This design comes from an exercise in tuning for small area and a short achievable clock period on the open sky130 flow, not from production work. Function was checked by simulation only, so behaviour that the tests miss may differ from the original. Power figures rest on the tool's default switching activity, not on a simulated workload.

Design CS, start of the top module:
module CS(Y, X, reset, clk);
input clk, reset;
input [7:0] X;
output [9:0] Y;
reg [7:0] w [1:9];      
reg [9:1] v;            
reg [11:0] S;           
reg [9:1] sel;          
reg [35:0] g;           
function integer idx;   
    input integer i, j;
    idx = (i - 1) * 9 - (i * (i - 1)) / 2 + (j - i) - 1;
endfunction
wire [7:0] x9 = v[9] ? w[9] : 8'd0;
wire [11:0] P = S - {4'd0, x9};               
wire [11:0] S_nxt = P + {4'd0, X};
wire [9:1] v_nxt = reset ? 9'd0 : {v[8:1], 1'b1};
wire [7:0] wn [1:9];    
assign wn[1] = X;
genvar gi, gj;
generate
    for (gi = 2; gi <= 9; gi = gi + 1) begin : shift
        assign wn[gi] = w[gi-1];
    end
endgenerate
wire [9:1] q_nxt;       
wire [35:0] g_nxt;      
wire [9:1] sel_nxt;
generate
    assign q_nxt[1] = v_nxt[1] & ({1'b0, X, 3'd0} <= {1'b0, P});
    for (gi = 2; gi <= 9; gi = gi + 1) begin : qual
        wire [11:0] w9x = {1'b0, wn[gi], 3'd0} + {4'd0, wn[gi]};
        assign q_nxt[gi] = v_nxt[gi] & (w9x <= S_nxt);
    end
    for (gj = 2; gj <= 9; gj = gj + 1) begin : order_new
        assign g_nxt[idx(1, gj)] = (X >= w[gj-1]);
    end
    for (gi = 1; gi <= 7; gi = gi + 1) begin : order_old
        for (gj = gi + 1; gj <= 8; gj = gj + 1) begin : pair
            assign g_nxt[idx(gi + 1, gj + 1)] = g[idx(gi, gj)];
        end
    end
    for (gi = 1; gi <= 9; gi = gi + 1) begin : pick
        wire [9:1] ok;
        for (gj = 1; gj <= 9; gj = gj + 1) begin : other
            if (gj < gi) begin : older
                assign ok[gj] = ~q_nxt[gj] | ~g_nxt[idx(gj, gi)];
            end else if (gj > gi) begin : newer
                assign ok[gj] = ~q_nxt[gj] | g_nxt[idx(gi, gj)];
            end else begin : self
                assign ok[gj] = q_nxt[gj];
            end
        end
        assign sel_nxt[gi] = &ok;
    end
endgenerate
integer k2;
always @(posedge clk) begin
  ...
==> module CS, before the edit <==
module CS(Y, X, reset, clk);
input clk, reset;
input [7:0] X;
output [9:0] Y;
reg [7:0] w [1:9];      
reg [9:1] v;            
reg [11:0] S;           
reg [9:1] sel;          
reg [35:0] g;           
function integer idx;   
    input integer i, j;
    idx = (i - 1) * 9 - (i * (i - 1)) / 2 + (j - i) - 1;
endfunction
wire [7:0] x9 = v[9] ? w[9] : 8'd0;
wire [11:0] P = S - {4'd0, x9};               
wire [11:0] S_nxt = P + {4'd0, X};
wire [9:1] v_nxt = reset ? 9'd0 : {v[8:1], 1'b1};
wire [7:0] wn [1:9];    
assign wn[1] = X;
genvar gi, gj;
generate
    for (gi = 2; gi <= 9; gi = gi + 1) begin : shift
        assign wn[gi] = w[gi-1];
    end
endgenerate
wire [9:1] q_nxt;       
wire [35:0] g_nxt;      
wire [9:1] sel_nxt;
generate
    assign q_nxt[1] = v_nxt[1] & ({1'b0, X, 3'd0} <= {1'b0, P});
    for (gi = 2; gi <= 9; gi = gi + 1) begin : qual
        wire [11:0] w9x = {1'b0, wn[gi], 3'd0} + {4'd0, wn[gi]};
        assign q_nxt[gi] = v_nxt[gi] & (w9x <= S_nxt);
    end
    for (gj = 2; gj <= 9; gj = gj + 1) begin : order_new
        assign g_nxt[idx(1, gj)] = (X >= w[gj-1]);
    end
    for (gi = 1; gi <= 7; gi = gi + 1) begin : order_old
        for (gj = gi + 1; gj <= 8; gj = gj + 1) begin : pair
            assign g_nxt[idx(gi + 1, gj + 1)] = g[idx(gi, gj)];
        end
    end
    for (gi = 1; gi <= 9; gi = gi + 1) begin : pick
        wire [9:1] ok;
        for (gj = 1; gj <= 9; gj = gj + 1) begin : other
            if (gj < gi) begin : older
                assign ok[gj] = ~q_nxt[gj] | ~g_nxt[idx(gj, gi)];
            end else if (gj > gi) begin : newer
                assign ok[gj] = ~q_nxt[gj] | g_nxt[idx(gi, gj)];
            end else begin : self
                assign ok[gj] = q_nxt[gj];
            end
        end
        assign sel_nxt[gi] = &ok;
    end
endgenerate
integer k2;
always @(posedge clk) begin
    if (reset) S <= 12'd0;
    else S <= S_nxt;
    v <= v_nxt;
    sel <= sel_nxt;
    g <= g_nxt;
    for (k2 = 1; k2 <= 9; k2 = k2 + 1) w[k2] <= wn[k2];
end
reg [7:0] A;
integer m;
always @* begin
    A = 8'd0;
    for (m = 1; m <= 9; m = m + 1) A = A | (w[m] & {8{sel[m]}});
end
wire [12:0] YS = {1'b0, S} + {2'b0, A, 3'd0} + {5'd0, A};
assign Y = YS[12:3];
endmodule
==> flow/config.mk <==
export PLATFORM = sky130hd
export DESIGN_NAME = CS
export DESIGN_NICKNAME = CS
export VERILOG_FILES = /design/flow/design.v
export SDC_FILE = /design/flow/constraint.sdc
export NUM_CORES = 4
export LEC_CHECK = 0
export CAP_MARGIN = 20
export CORE_MARGIN = 2
export CORE_UTILIZATION = 40
export SLEW_MARGIN = 20
==> flow/constraint.sdc <==
create_clock -name core_clock -period 16.0 [get_ports {clk}]
set_input_delay 3.2000 -clock core_clock [delete_from_list [all_inputs] [get_ports {clk}]]
set_output_delay 3.2000 -clock core_clock [all_outputs]
set_load 0.01 [all_outputs]
standard.sh (not shown) runs the stock make flow with config.mk's settings and CLKGATE_MAP_FILE= SYNTH_SCRIPT=/design/flow/synth_recipe.tcl, a recipe that flattens the netlist after the stock synthesis.
==> flow/flow/run.sh <==
#!/bin/bash
# Own layout flow: the standard ORFS flow (standard.sh), with
#  - synthesis mapped by an area-oriented ABC script (flow/abc.script) and
#    without extracting full/half-adder cells,
#  - a setup margin so that repair_timing aims below the clock period.
# Each step's full output goes to its own log file in this folder.
set -uo pipefail
SYNTH_VARS="ABC_AREA=1 ADDER_MAP_FILE= ABC_CLOCK_PERIOD_IN_PS=5000"
LAYOUT_VARS=(SETUP_SLACK_MARGIN=8.5 "BUFFER_PORTS_ARGS=-buffer_cell sky130_fd_sc_hd__buf_2" "CTS_ARGS=-sink_clustering_enable -repair_clock_nets -dont_use_dummy_load -sink_clustering_size 30 -sink_clustering_max_diameter 100 -buf_list sky130_fd_sc_hd__clkbuf_8 -root_buf sky130_fd_sc_hd__clkbuf_16")
rm -rf myscripts
cp -r "$FLOW_HOME/scripts" myscripts
cp flow/abc.script myscripts/abc_area.script
bash standard.sh SCRIPTS_DIR="$PWD/myscripts" $SYNTH_VARS synth > synth.log 2>&1 || exit 1
bash standard.sh "${LAYOUT_VARS[@]}" finish > layout.log 2>&1 || exit 1
==> flow/flow/abc.script <==
strash
dc2
dch -f
map -a
topo
stime -c
buffer -c
upsize -c
dnsize -c
strash
dch -f
map -a
topo
stime -c
buffer -c
upsize -c
dnsize -c
Edit:
--- a/flow/design.v
+++ b/flow/design.v
@@ -3,20 +3,27 @@
 input clk, reset;
 input [7:0] X;
 output [9:0] Y;
 reg [7:0] w [1:9];      
-reg [9:1] v;            
+reg [3:0] n;            
 reg [11:0] S;           
 reg [9:1] sel;          
 reg [35:0] g;           
 function integer idx;   
     input integer i, j;
     idx = (i - 1) * 9 - (i * (i - 1)) / 2 + (j - i) - 1;
 endfunction
-wire [7:0] x9 = v[9] ? w[9] : 8'd0;
+wire [3:0] n_nxt = reset ? 4'd0 : (n == 4'd9) ? 4'd9 : n + 4'd1;
+wire [9:1] v_nxt;       
+genvar gv;
+generate
+    for (gv = 1; gv <= 9; gv = gv + 1) begin : valid
+        assign v_nxt[gv] = n_nxt >= gv;
+    end
+endgenerate
+wire [7:0] x9 = (n == 4'd9) ? w[9] : 8'd0;
 wire [11:0] P = S - {4'd0, x9};               
 wire [11:0] S_nxt = P + {4'd0, X};
-wire [9:1] v_nxt = reset ? 9'd0 : {v[8:1], 1'b1};
 wire [7:0] wn [1:9];    
 assign wn[1] = X;
 genvar gi, gj;
 generate
@@ -58,9 +65,9 @@
 integer k2;
 always @(posedge clk) begin
     if (reset) S <= 12'd0;
     else S <= S_nxt;
-    v <= v_nxt;
+    n <= n_nxt;
     sel <= sel_nxt;
     g <= g_nxt;
     for (k2 = 1; k2 <= 9; k2 = k2 + 1) w[k2] <= wn[k2];
 end
After rerunning:
- The changed run completed without violations
- worst hold slack is better by 29 ps
- sequential share of layout area fell by 1.1 points
- wire length rose by 6.1%
- utilization hardly moves
- final cell count rose by 2.9%
- via count rose by 5.7%
- count of clock-buffer cells in the layout stays the same
- non-clock buffer count rose by 4
- total power fell by about 5%
- final area is about the same
- clock skew fell by 7.9 ps
- clock power barely changes
- maximum frequency stays flat

re-timing with driven ports:
The results above use ideal ports. As a check the final layouts listed here were re-extracted and re-timed, cells and wires unchanged. Step 1, drivers: a clkbuf_16 drives clk and a buf_2 each remaining input, both assumed. Step 2 adds t to the input delays and takes it off the output delays; t is the mean of the earliest and latest rising clock arrival at the registers after step 1. Input paths then give back, and output paths get back, about the clock's delay inside the block. a / b / c = no drivers / after step 1 / after step 2; a / b = the first two.
run	t (ns)	slack for setup (ns)	hold slack, ns	worst data-port slew with drivers (ns)
the first run	0.415	8.903 / 8.867 / 8.511	0.337 / 0.337 / 0.337	0.03
the second run	0.408	8.909 / 8.868 / 8.603	0.366 / 0.366 / 0.366	0.03
After both steps setup and hold are still met in every run listed. The setup slack of the first run, which loses most, moves by -0.036 ns with the drivers and by -0.392 ns with both steps.
